Source: an optimization exercise on an open RTL-to-GDS flow (aim: small area, a short achievable clock period and few clock cycles per item). Production flows keep margins and buffers that such runs may drop.
No functional check of the RTL was part of any run shown here.

## flow/design.v (module list and top-level ports; edited modules follow where they fit)
// module requant: 3809 lines
// module requant_top: 54 lines
module requant_top (
    input  wire        clk,
    input  wire        rst,
    input  wire [31:0] in_A_tdata,
    input  wire        in_A_tlast,
    input  wire        in_A_tvalid,
    output wire        in_A_tready,
    input  wire [31:0] in_bias_tdata,
    input  wire        in_bias_tlast,
    input  wire        in_bias_tvalid,
    output wire        in_bias_tready,
    input  wire [31:0] in_m_tdata,
    input  wire        in_m_tlast,
    input  wire        in_m_tvalid,
    output wire        in_m_tready,
    input  wire [7:0]  in_e_tdata,
    input  wire        in_e_tlast,
    input  wire        in_e_tvalid,
    output wire        in_e_tready,
    output wire [7:0]  out_D_tdata,
    output wire        out_D_tlast,
    output wire        out_D_tvalid,
    input  wire        out_D_tready
);
  // ...
==> flow/flow/run.sh <==
#!/bin/bash
set -euo pipefail
MARGIN=5.6
EXTRA="'BUFFER_PORTS_ARGS=-buffer_cell sky130_fd_sc_hd__buf_2'"
sed -e "s/SETUP_SLACK_MARGIN=[-0-9.]*/SETUP_SLACK_MARGIN=${MARGIN}/" \
    -e "s|\"\${@:-finish}\"|${EXTRA} \"\${@:-finish}\"|" standard.sh > standard_mod.sh
grep -q "SETUP_SLACK_MARGIN=${MARGIN}" standard_mod.sh
grep -q "BUFFER_PORTS_ARGS" standard_mod.sh
bash standard_mod.sh synth > flow_synth.log 2>&1
RES="$PWD/orfs/results/${FLOW_PLATFORM:-sky130hd}/requant_top/base"
cp "$RES/1_synth.odb" "$RES/1_synth_std.odb"
openroad -python -exit flow/fa_polarity.py "$RES/1_synth_std.odb" "$RES/1_synth.odb" > fa_polarity.log 2>&1
touch "$RES/1_synth.sdc"
bash standard_mod.sh > flow_make.log 2>&1
==> flow/flow/fa_polarity.py <==
# Inverter clean-up around full adders, run on the synthesized netlist
# (1_synth.odb) before floorplanning.
#
# Yosys's full-adder extraction leaves many inverters between full-adder
# cells.  A full adder is self-dual: FA(~a, ~b, ~c) = (~cout, ~sum).  So any
# full adder may be "flipped" (all three inputs and both outputs complemented)
# without changing the logic.  This script removes the plain inverters of the
# netlist, chooses a flip for each full adder that needs few inverters, and
# puts back one inverter per signal whose complement some pin needs.  Only
# combinational cells change; registers and ports are untouched.
import sys
import odb

src, dst = sys.argv[1], sys.argv[2]
db = odb.dbDatabase.create()
odb.read_db(db, src)
blk = db.getChip().getBlock()

INV = 'sky130_fd_sc_hd__inv_1'
inv_master = db.findMaster(INV)

def is_inv(inst):
    n = inst.getMaster().getName()
    return n.startswith('sky130_fd_sc_hd__inv_') or n.startswith('sky130_fd_sc_hd__clkinv_')

def is_fa(inst):
    return inst.getMaster().getName().startswith('sky130_fd_sc_hd__fa_')

def sig_iterms(inst):
    return [it for it in inst.getITerms() if it.getSigType() not in ('POWER', 'GROUND')]

def net_has_port(net):
    return net is not None and len(list(net.getBTerms())) > 0

def driver(net):
    for it in net.getITerms():
        if it.isOutputSignal():
            return it
    return None

# inverters we may remove: input and output nets are plain internal nets
removable = []
for inst in blk.getInsts():
    if not is_inv(inst):
        continue
    a = inst.findITerm('A').getNet()
    y = inst.findITerm('Y').getNet()
    if a is None or y is None or net_has_port(a) or net_has_port(y):
        continue
    if a.getSigType() == 'CLOCK' or y.getSigType() == 'CLOCK':
        continue
    removable.append(inst)
rem_set = set(r.getName() for r in removable)

def root(net):
    """(root net, polarity) after stripping removable inverters."""
    p = 0
    seen = 0
    while True:
        d = driver(net)
        if d is None or d.getInst().getName() not in rem_set:
            return net, p
        net = d.getInst().findITerm('A').getNet()
        p ^= 1
        seen += 1
        if seen > 1000:
            raise RuntimeError('inverter loop')

# every load pin that is not a removable inverter input: its (root, polarity)
loads = []          # [iterm, rootnet, pol, fa_inst_name or None]
for inst in blk.getInsts():
    if inst.getName() in rem_set:
        continue
    for it in sig_iterms(inst):
        if it.isOutputSignal() or it.getNet() is None:
            continue
        if not it.isInputSignal():
            continue
        r, p = root(it.getNet())
        loads.append([it, r, p, inst.getName() if is_fa(inst) else None])
# output ports driven through removable inverters cannot occur (excluded above)

fa_names = [i.getName() for i in blk.getInsts() if is_fa(i)]
flip = {n: 0 for n in fa_names}
# root net -> FA name that drives it (if any)
drv_fa = {}
for inst in blk.getInsts():
    if is_fa(inst):
        for it in sig_iterms(inst):
            if it.isOutputSignal() and it.getNet() is not None:
                drv_fa[it.getNet().getName()] = inst.getName()

by_root = {}
for ld in loads:
    by_root.setdefault(ld[1].getName(), []).append(ld)
fa_roots = {n: set() for n in fa_names}   # roots an FA touches (inputs and outputs)
for ld in loads:
    if ld[3] is not None:
        fa_roots[ld[3]].add(ld[1].getName())
for rn, fn in drv_fa.items():
    fa_roots[fn].add(rn)

def need(ld):
    rn = ld[1].getName()
    f = flip[drv_fa[rn]] if rn in drv_fa else 0
    g = flip[ld[3]] if ld[3] is not None else 0
    return ld[2] ^ f ^ g

def cost_root(rn):
    return 1 if any(need(ld) for ld in by_root.get(rn, [])) else 0

def total():
    return sum(cost_root(rn) for rn in by_root)

before_inv = len(removable)
c0 = total()
import random

def greedy():
    improved = True
    rounds = 0
    while improved and rounds < 50:
        improved = False
        rounds += 1
        for fn in fa_names:
            rs = fa_roots[fn]
            old = sum(cost_root(r) for r in rs)
            flip[fn] ^= 1
            new = sum(cost_root(r) for r in rs)
            if new < old:
                improved = True
            else:
                flip[fn] ^= 1
    return rounds

rounds = greedy()
best = total()
best_flip = dict(flip)
# perturb and re-descend (deterministic seed)
rng = random.Random(1)
for it in range(int(sys.argv[3]) if len(sys.argv) > 3 else 40):
    for fn in fa_names:
        flip[fn] = best_flip[fn]
    for fn in rng.sample(fa_names, max(1, len(fa_names) // 10)):
        flip[fn] ^= 1
    for fn in fa_names:
        rs = fa_roots[fn]
        old = sum(cost_root(r) for r in rs)
        flip[fn] ^= 1
        if sum(cost_root(r) for r in rs) > old:
            flip[fn] ^= 1
    greedy()
    t = total()
    if t < best:
        best = t
        best_flip = dict(flip)
for fn in fa_names:
    flip[fn] = best_flip[fn]
c1 = total()
print('fa_polarity: %d full adders, %d removable inverters, %d needed before, %d after (%d rounds, %d flipped)'
      % (len(fa_names), before_inv, c0, c1, rounds, sum(flip.values())))

# rebuild: disconnect loads, drop removable inverters, add one inverter per root needing it
inv_net = {}
cnt = [0]
def get_inv(rnet):
    rn = rnet.getName()
    if rn in inv_net:
        return inv_net[rn]
    cnt[0] += 1
    n = odb.dbNet_create(blk, 'fapol_n%d' % cnt[0])
    i = odb.dbInst_create(blk, inv_master, 'fapol_inv%d' % cnt[0])
    i.findITerm('A').connect(rnet)
    i.findITerm('Y').connect(n)
    inv_net[rn] = n
    return n

plan = [(ld[0], ld[1], need(ld)) for ld in loads]
for it, r, p in plan:
    it.disconnect()
old_nets = set()
for inst in removable:
    for it in sig_iterms(inst):
        if it.getNet() is not None:
            old_nets.add(it.getNet().getName())
        it.disconnect()
    odb.dbInst_destroy(inst)
for it, r, p in plan:
    it.connect(get_inv(r) if p else r)
# drop nets left without any connection
for nn in old_nets:
    n = blk.findNet(nn)
    if n is not None and len(list(n.getITerms())) == 0 and len(list(n.getBTerms())) == 0:
        odb.dbNet_destroy(n)
print('fa_polarity: %d inverters in place of %d' % (cnt[0], before_inv))
# a flipped adder's output nets carry the complement of what their names
# (from the RTL) say: give them fresh names
k = 0
for inst in blk.getInsts():
    if is_fa(inst) and flip.get(inst.getName()):
        for it in sig_iterms(inst):
            if it.isOutputSignal() and it.getNet() is not None:
                k += 1
                it.getNet().rename('fapol_x%d' % k)
odb.write_db(db, dst)
==> flow/standard.sh <==
#!/bin/bash
# synth_recipe.tcl (not shown) runs the flow's synth.tcl, then flattens the netlist and writes it again
# the make line also repeats each setting of config.mk as NAME=value (left out here)
make -C /OpenROAD-flow-scripts/flow DESIGN_CONFIG=/design/flow/config.mk WORK_HOME=/design/flow/orfs CLKGATE_MAP_FILE= SYNTH_SCRIPT=/design/flow/synth_recipe.tcl "${@:-finish}"
==> flow/config.mk <==
export PLATFORM = sky130hd
export DESIGN_NAME = requant_top
export DESIGN_NICKNAME = requant_top
export VERILOG_FILES = /design/flow/design.v
export SDC_FILE = /design/flow/constraint.sdc
export NUM_CORES = 4
export LEC_CHECK = 0
export CAP_MARGIN = 20
export CORE_MARGIN = 2
export CORE_UTILIZATION = 65
export SETUP_SLACK_MARGIN = 5
export SLEW_MARGIN = 20
==> flow/constraint.sdc <==
create_clock -name core_clock -period 9.0 [get_ports {clk}]
set_input_delay 1.8000 -clock core_clock [delete_from_list [all_inputs] [get_ports {clk}]]
set_output_delay 1.8000 -clock core_clock [all_outputs]
set_load 0.01 [all_outputs]
==> metrics.md, run 1 <==
| Metric | Value |
|---|---|
| Clock-cell share | `under 10%` |
| CP Data Arrival Time | `4.10 ns` |
| Htree depth | `3` |
| Post-CTS setup buffer count | `15` |
| Die ar. | `roughly 0.070 sq mm` |
| Largest class | `multi-input combinational cells` |
| Skew-Pair Late Insertion Delay | `~0.65 ns` |
| Iter 0 DRT Violations | `3776` |
| Inst Count DP | `between 4000 and 5000` |
| Detailed-route wire length | `about 130000 microns` |
| RSZ-0062 raised after global routing | `yes` |
| CP Capture Type | `flip-flop` |
| Status | `timing/DRC/antenna clean` |
| Hold crit path type | `reg -> reg` |
| Total negative slack | `0 ns` |
| Via Count | `33200` |
| Crit-path max cell delay | `approximately 0.56 ns` |
| Setup violators final | `0` |
| Hold slack | `approximately 0.33 ns` |
| Clk sink count | `between 600 and 700` |
| DPL Wire Length | `a little over 80000 microns` |
| Worst Setup SP | `requant_QKV.q2[81]` |
| Num rows | `95` |
| Most frequent cells in the layout | `a22oi_1, fa_1, dfxtp_1` |
| Non-clock buffer share | `a little under 4%` |
| Yosys Warn Count | `1` |
| CP startpoint kind | `flip-flop` |
| Nonclk buf count | `236` |
| WL met3 | `15300 microns` |
| Worst setup path endpoint | `requant_QKV.hs3[31]` |
| Port buffer count | `128` |
| Most common cell after layout, fill and taps aside | `a22oi_1` |
==> run 2, diff against run 1 <==
--- a/flow/design.v
+++ b/flow/design.v
@@ -3484,26 +3484,27 @@
 assign ts1051 = q2[180] ^ q2[181];
 assign tc1052 = q2[180] & q2[181];
 assign ts1053 = q2[182] ^ q2[183];
 assign tc1054 = q2[182] & q2[183];
 assign ts1055 = q2[184] ^ q2[185];
 assign tc1056 = q2[184] & q2[185];
 wire [63:0] rs = {tc1056, tc1054, tc1052, tc1050, tc1048, tc1046, tc1044, tc1042, tc1040, tc1038, tc1036, tc1034, tc1032, tc1030, tc1028, tc1026, tc1024, tc1022, tc1020, tc1018, tc1016, tc1014, tc1012, tc1010, tc1008, tc1006, tc1004, tc1002, tc1000, tc998, tc996, tc994, tc992, tc990, tc988, tc986, tc984, tc982, tc980, tc978, tc976, tc974, tc972, tc970, tc968, tc966, tc964, ts963, q2[29], q2[27], q2[25], q2[23], q2[21], q2[19], q2[17], q2[15], q2[13], q2[11], q2[9], q2[7], q2[5], q2[3], q2[2], q2[0]};
 wire [63:0] rc = {1'b1, ts1055, ts1053, ts1051, ts1049, ts1047, ts1045, ts1043, ts1041, ts1039, ts1037, ts1035, ts1033, ts1031, ts1029, ts1027, ts1025, ts1023, ts1021, ts1019, ts1017, ts1015, ts1013, ts1011, ts1009, ts1007, ts1005, ts1003, ts1001, ts999, ts997, ts995, ts993, ts991, ts989, ts987, ts985, ts983, ts981, ts979, ts977, ts975, ts973, ts971, ts969, ts967, ts965, q2[94], q2[30], q2[28], q2[26], q2[24], q2[22], q2[20], q2[18], q2[16], q2[14], q2[12], q2[10], q2[8], q2[6], q2[4], 1'b0, q2[1]};
-reg  [31:0] lo3, hs3;
+reg  [39:0] lo3;
+reg  [23:0] hs3;
 reg         c3;
 reg  [6:0]  sh3;
 reg         nr3;
 always @(posedge clk) begin
-    {c3, lo3} <= {1'b0, rs[31:0]} + {1'b0, rc[31:0]};
-    hs3 <= rs[63:32] + rc[63:32];
+    {c3, lo3} <= {1'b0, rs[39:0]} + {1'b0, rc[39:0]};
+    hs3 <= rs[63:40] + rc[63:40];
     sh3 <= sh2; nr3 <= nr2; l3 <= l2;
 end
-wire [31:0] hi4 = hs3 + {31'd0, c3};
+wire [23:0] hi4 = hs3 + {23'd0, c3};
 wire [63:0] mul = {hi4, lo3};
 wire        sgn = mul[63];
 wire [64:0] t6 = {mul, 1'b0};
 wire [63:0] t5;
 assign t5[0] = sh3[6] ? sgn : sh3[5] ? t6[32] : t6[0];
 assign t5[1] = sh3[6] ? sgn : sh3[5] ? t6[33] : t6[1];
 assign t5[2] = sh3[6] ? sgn : sh3[5] ? t6[34] : t6[2];
 assign t5[3] = sh3[6] ? sgn : sh3[5] ? t6[35] : t6[3];
==> run 2 against run 1 <==
  * Area after synthesis is 1.3% lower
  * Fmax is 2.0% higher
  * Clock skew is 0.015 ns lower
  * Flip-flop and latch count stayed put
  * Highest routed layer is now met4
==> metrics.md, run 2 <==
| Metric | Value |
|---|---|
| PnR worst setup slack | `between 5 and 6 ns` |
| Top reg by flops | `requant_QKV.q2` |
| Reg-to-reg slack, setup | `between 5 and 6 ns` |
| Die width | `approximately 260 microns` |
| CTS buffer count | `68` |
| Drt first pass iters | `7` |
| Largest net degree at the start of global routing | `a little over 60` |
| Post-DP Area | `between 0.04 and 0.05 sq mm` |
| Worst Hold Launch | `requant_QKV.sh2[3]` |
| Drt wl/cell | `around 25 microns` |
| Hold buffers post-CTS | `0` |
| CTS tree | `yes` |
| Max FFs per register | `between 150 and 200` |
| Fin. max-slew vios | `0` |
| Gpl congestion | `around 0.9` |
| Iter 0 DRT Violations | `3668 (-2.9%)` |
| Final setup skew | `~0.026 ns` |
| CP startpoint kind | `flip-flop` |
| Root buf cell | `clkbuf_16` |
| Yosys Warn Count | `1 (unchanged)` |
| Slew margin rel. | `25.8%` |
| Htree depth | `3 (unchanged)` |
| DPL Wire Length | `82800 microns (-0.48%)` |
| Final instance area | `0.0479 sq mm` |
| Status | `timing/DRC/antenna clean` |
| DR vias/cell | `about 6.6` |
| GR Overflow Total | `0` |
| Reg2reg end | `requant_QKV.hs3[22]` |
| CP Max Fanout | `4` |
| WHS Path Cells | `0` |
| Detailed-route wire length | `126000 microns (-2.7%)` |
| Io pins | `129` |
| Hold crit path type | `reg -> reg` |
| CP Capture Type | `flip-flop` |
| Syn avg cell area | `~11 sq um` |
| Syn Std Cell Area | `approximately 0.044 sq mm` |
| First-pass GRT wire length | `~190000 microns` |
| RR Startpoint | `requant_QKV.q2[140]` |
| Fin. Hold Viols | `0` |
| Slew @ Worst Pin | `roughly 1.1 ns` |
| # DRC | `0` |
| Setup WS pre-CTS | `approximately 4.8 ns` |
| RSZ-0062 raised after global routing | `yes` |
| Most frequent cells in the layout | `a22oi_1, fa_1, xnor2_1` |
| Die Y | `263 microns` |
| CP Data Arrival Time | `4.05 ns (-0.05 ns)` |
| Antenna fix cells | `0` |
| Clock Pin Slew Worst Setup and Hold Paths | `0.06 ns` |
| Worst Reg-to-Reg Cells | `13` |
| CTS max path bufs | `3` |
| Via Count | `32600 (-1.9%)` |
| Mapped Cells | `4051` |
| Most common cell after layout, fill and taps aside | `a22oi_1` |
| Nets | `around 4800` |
| Skew-Pair Late Insertion Delay | `0.63 ns (-0.02 ns)` |
| Number of global-route vias before repair | `34500` |
| Area grow syn2layout | `9.97%` |
| Core area | `about 0.066 sq mm` |
| Total negative slack | `0 ns (unchanged)` |
| Setup violators final | `0 (unchanged)` |
| Fmax | `~0.28 GHz` |
| Clk sink count | `620 (unchanged)` |
| Num rows | `94 (-1.1%)` |
| Period utilization | `~40%` |
| Critical path class | `reg -> reg` |
| Initial antenna violation count | `0` |
| Largest regs | `requant_QKV.q2 (186), requant_QKV.mem (54)` |
| Die ar. | `0.0691 sq mm (-1.3%)` |
| Syn nets | `4782` |
| Critical Path RT | `9.55 ns` |
| MaxCap Viol Count | `0` |
| ANT nets after route | `0` |
| Port buffer count | `128 (unchanged)` |
| Worst Hold Path EP | `requant_QKV.sh3[3]` |
| Initial Utilization | `roughly 66%` |
| Min cycle time layout | `3.51 ns` |
| Gr usage total | `a little over a third` |
| Layout cell share with drive strength beyond 1 | `between 10% and 20%` |
-- run 2: cell count changes in the layout (fill, tap and decap cells not counted), sizes merged, moves of 14 or more --
| cell | previous run | this run |
|---|---|---|
| xor2 | 272 | 251 |
| nor2 | 169 | 143 |
| nand3 | 40 | 21 |
| xnor2 | 383 | 403 |
| mux4 | 37 | 23 |
-- run 2: what timing repair did --
action | in CTS | in global routing
setup endpoints to repair | 138 | 90
pin swaps | 14 | 25
cloned | 0 | 1
buffers inserted | 14 | 25
gates resized for setup | 77 | 85
-- run 2: final cells by class --
type,instances,area [sq um]
clock buffers,90,1840
fillers,4637,18200
flip-flops and latches,620,14300
repair buffers,238,1810
well taps,864,1080
inverters,282,1070
multi-input cells,2823,27400
clock inverters,34,383
-- run 2: worst max-delay path by stage --
stage                   startpoint  slack [ns]                  end
6_report       requant_QKV.q2[140]        5.49  requant_QKV.hs3[22]
5_1_grt        requant_QKV.q2[140]        5.32  requant_QKV.hs3[22]
3_3_place_gp    requant_QKV.neg[3]        4.99   requant_QKV.q2[58]
2_1_floorplan   requant_QKV.q2[79]        5.58  requant_QKV.hs3[22]
3_5_place_dp    requant_QKV.neg[3]        4.79   requant_QKV.q2[60]
4_1_cts        requant_QKV.q2[140]        5.45  requant_QKV.hs3[22]
-- run 2: per-layer routing --
| layer | part of all wire (%) | vias to the layer above | wire, microns | GRT usage, % |
|---|---|---|---|---|
| met5 | 0 | - | 0 | 0.0693 |
| met4 | 6.2 | 0 | 7830 | 18.6 |
| met3 | 12 | 575 | 14500 | 9.62 |
| met2 | 45 | 2152 | 57300 | 57.2 |
| met1 | 37 | 15800 | 46300 | 44.6 |
| li1 | - | 14000 | - | - |
-- run 2: per-stage QoR --
stage | utilization (%) | cells | hold slack [ns]
after floorplan | - | 4051 | 0.310
after global placement | 67.5 | 4787 | 0.317
after CTS | 71.4 | 4925 | 0.327
after global routing | 72.4 | 4951 | 0.331
after detailed placement | 67.5 | 4787 | 0.313
final | 72.4 | 4951 | 0.324
-- run 2: critical path, cell delays in order (launching register included) --
cell and delay [ns]:
dfxtp_2 0.32, fa_1 0.56, fa_1 0.43, ha_2 0.20, fa_2 0.35, a21o_1 0.20, a21oi_4 0.19, o21ai_4 0.08
a21oi_4 0.23, a2111oi_4 0.11, o31ai_2 0.35, o21ai_1 0.12, a21oi_1 0.16, xnor2_1 0.14

static timing again, ports no longer ideal:
How much do the figures lean on ideal ports? The routed layouts below were timed once more, with nothing changed but the port constraints. Step 1 (the two cells are an assumption about what drives the block):
set clk [get_ports {clk}]
set_driving_cell -lib_cell sky130_fd_sc_hd__clkbuf_16 $clk
set_driving_cell -lib_cell sky130_fd_sc_hd__buf_2 [delete_from_list [all_inputs] $clk]
Step 2 adds t to the input delays and takes it off the output delays; t is the mean of the earliest and latest rising clock arrival at the registers after step 1. Input paths then give back, and output paths get back, about the clock's delay inside the block. Slacks: no drivers / after step 1 / after step 2; pairs: no drivers / after step 1.
| run | t (ns) | setup WS [ns] | hold WS [ns] | worst data-port slew with drivers (ns) |
|---|---|---|---|---|
| run 1 | 0.695 | 5.422 / 5.422 / 5.272 | 0.326 / 0.326 / 0.326 | 0.05 |
| run 2 | 0.688 | 5.491 / 5.491 / 5.324 | 0.324 / 0.324 / 0.324 | 0.05 |
After both steps every run listed still meets setup and hold. For run 2, which loses most, drivers alone change the setup slack by 0.000 ns; drivers and shift together by -0.167 ns.
